This is an optimization exercise on Yosys and OpenROAD, whose aim is a short achievable clock period and few clock cycles, not a production implementation. Only simulation tests tie the RTL to the original design; equivalence was not proved. Power and IR drop assume default switching activity.

job 1319:
## rv32i
module rv32i(
   input clk,
	input reset,
   input  [31:0] inst_rdata,
   output [31:0] inst_addr,
   input [31:0] data_rdata,
   output [31:0] data_addr,
   output [31:0] data_wdata,
   output [3:0] data_we,
   output trap
);
Size: roughly 7100 cells after synthesis, about 2100 flip-flops, roughly 170 I/O pins.
==> flow/config.mk <==
export PLATFORM = sky130hd
export DESIGN_NAME = rv32i
export DESIGN_NICKNAME = rv32i
export VERILOG_FILES = /design/flow/design.v
export SDC_FILE = /design/flow/constraint.sdc
export NUM_CORES = 4
export LEC_CHECK = 0
export CAP_MARGIN = 20
export CORE_MARGIN = 2
export CORE_UTILIZATION = 50
export SLEW_MARGIN = 20
==> flow/constraint.sdc <==
create_clock -name core_clock -period 11.0 [get_ports {clk}]
set_input_delay 2.2000 -clock core_clock [delete_from_list [all_inputs] [get_ports {clk}]]
set_output_delay 2.2000 -clock core_clock [all_outputs]
set_load 0.01 [all_outputs]
standard.sh (not shown) runs the stock make flow with config.mk's settings and CLKGATE_MAP_FILE= SYNTH_SCRIPT=/design/flow/synth_recipe.tcl, a recipe that flattens the netlist after the stock synthesis.
==> flow/flow/run.sh <==
#!/bin/bash
# Own layout flow: the standard layout, with the standard synthesis run
# unchanged, and the later steps run with
#  - port buffers of a plain buffer cell (buf_8) instead of the one
#    buffer_ports picks by itself (a clkdlybuf4s50 delay cell).
set -euo pipefail
MARGIN=7.6
PORTBUF=sky130_fd_sc_hd__buf_8

# 1. standard synthesis, unchanged
bash standard.sh synth > synth.log 2>&1

# 2. floorplan to final layout
sed "s|\"\${@:-finish}\"|SETUP_SLACK_MARGIN=$MARGIN BUFFER_PORTS_ARGS=\"-buffer_cell $PORTBUF\" \"\${@:-finish}\"|" standard.sh > standard_margin.sh
grep -q "SETUP_SLACK_MARGIN=$MARGIN BUFFER_PORTS_ARGS=" standard_margin.sh
bash standard_margin.sh finish > layout.log 2>&1
test -f out/final.def
Testbench counts of job 1319, summed over its fixed seeds: cycles 139,476.
diff inputs: job 1319 => job 4816
diff --git a/flow/flow/run.sh b/flow/flow/run.sh
--- a/flow/flow/run.sh
+++ b/flow/flow/run.sh
@@ -7 +7 @@
-MARGIN=7.6
+MARGIN=8.0
diff --git a/flow/config.mk b/flow/config.mk
--- a/flow/config.mk
+++ b/flow/config.mk
@@ -10 +10,2 @@
-export CORE_UTILIZATION = 50
+export CORE_UTILIZATION = 40
+export SETUP_SLACK_MARGIN = 0.3
[summary]
pc_f[7] as the end point of the critical path was reported by job 1319, and pc_f[17] by job 4816. The setup slack of job 4816 is lower than that of job 1319. As of job 4816, total design power had fallen slightly compared to job 1319. Total die area ended up 51000 um2 higher on job 4816 than on job 1319. Job 1319 → job 4816: combined flip-flop and latch cell area level; largest clock skew in the final design moved up; switching power as a share of total power level; routed wire length moved up.
--- input diff job 4816..job 7949 ---
diff --git a/flow/flow/run.sh b/flow/flow/run.sh
--- a/flow/flow/run.sh
+++ b/flow/flow/run.sh
@@ -7 +7 @@
-MARGIN=8.0
+MARGIN=7.3
==> comparison <==
- Highest routing layer actually used: met4 -> job 7949, met5 -> job 4816
- Going from job 4816 to job 7949, count of clock-buffer cells in the layout climbed 14, global-route usage went down 1.8 points, synthesized-area fraction occupied by xor and xnor cells stayed essentially flat.

========
Starting RTL as in the previous note.
Settings: LEC_CHECK=0, CAP_MARGIN=20, CORE_MARGIN=2, CORE_UTILIZATION=35, SLEW_MARGIN=20; clock period 11.0 ns.
==> flow/flow/run.sh <==
#!/bin/bash
# Own layout flow: the standard layout, with the standard synthesis run
# unchanged, and the later steps run with
#  - port buffers of a plain buffer cell (buf_8) instead of the one
#    buffer_ports picks by itself (a clkdlybuf4s50 delay cell).
set -euo pipefail
MARGIN=7.6
PORTBUF=sky130_fd_sc_hd__buf_8

# 1. standard synthesis, unchanged
bash standard.sh synth > synth.log 2>&1

# 2. floorplan to final layout
sed "s|\"\${@:-finish}\"|SETUP_SLACK_MARGIN=$MARGIN BUFFER_PORTS_ARGS=\"-buffer_cell $PORTBUF\" \"\${@:-finish}\"|" standard.sh > standard_margin.sh
grep -q "SETUP_SLACK_MARGIN=$MARGIN BUFFER_PORTS_ARGS=" standard_margin.sh
bash standard_margin.sh finish > layout.log 2>&1
test -f out/final.def
Testbench counts at the start, summed over its fixed seeds: cycles 139,476.
Change:
CORE_UTILIZATION = 40   (was 35)
SETUP_SLACK_MARGIN = 0.3   (was not set)
Result: Core utilization increases by 5.5 points. Final cell count is lower by a few percent. Total power is lower slightly. Final area is lower slightly. Clock skew drops by 0.0073 ns. Sequential share of layout area went up by 0.47 points.

-- what the ideal ports hide --
The results above use ideal ports. As a check the final layouts listed here were re-extracted and re-timed, cells and wires unchanged. Step 1 (the two cells are an assumption about what drives the block):
set clk [get_ports {clk}]
set_driving_cell -lib_cell sky130_fd_sc_hd__clkbuf_16 $clk
set_driving_cell -lib_cell sky130_fd_sc_hd__buf_2 [delete_from_list [all_inputs] $clk]
Step 2 adds t to the input delays and takes it off the output delays; t is the mean of the earliest and latest rising clock arrival at the registers after step 1. Input paths then give back, and output paths get back, about the clock's delay inside the block. Slacks: ideal / step 1 / step 2; pairs: ideal / step 1.
run	t (ns)	setup WS [ns]	worst hold slack (ns)	latest minus earliest clock arrival (ns)	pins driven straight from the clock port
job 1319	0.961	7.207 / 7.207 / 6.382	0.328 / 0.328 / 0.328	0.085 / 0.084	1
job 4816	0.954	6.980 / 6.980 / 6.051	0.315 / 0.315 / 0.315	0.109 / 0.109	1
job 7949	0.967	7.198 / 7.198 / 6.236	0.341 / 0.341 / 0.341	0.119 / 0.119	1
the first run of note 2	0.962	7.228 / 7.167 / 6.205	0.330 / 0.330 / 0.330	0.116 / 0.116	1
the second run of note 2	0.958	7.312 / 7.244 / 6.418	0.335 / 0.335 / 0.335	0.114 / 0.114	1
After both steps setup and hold are still met in every run listed. The setup slack of the first run of note 2, which loses most, moves by -0.061 ns with the drivers and by -1.023 ns with both steps.
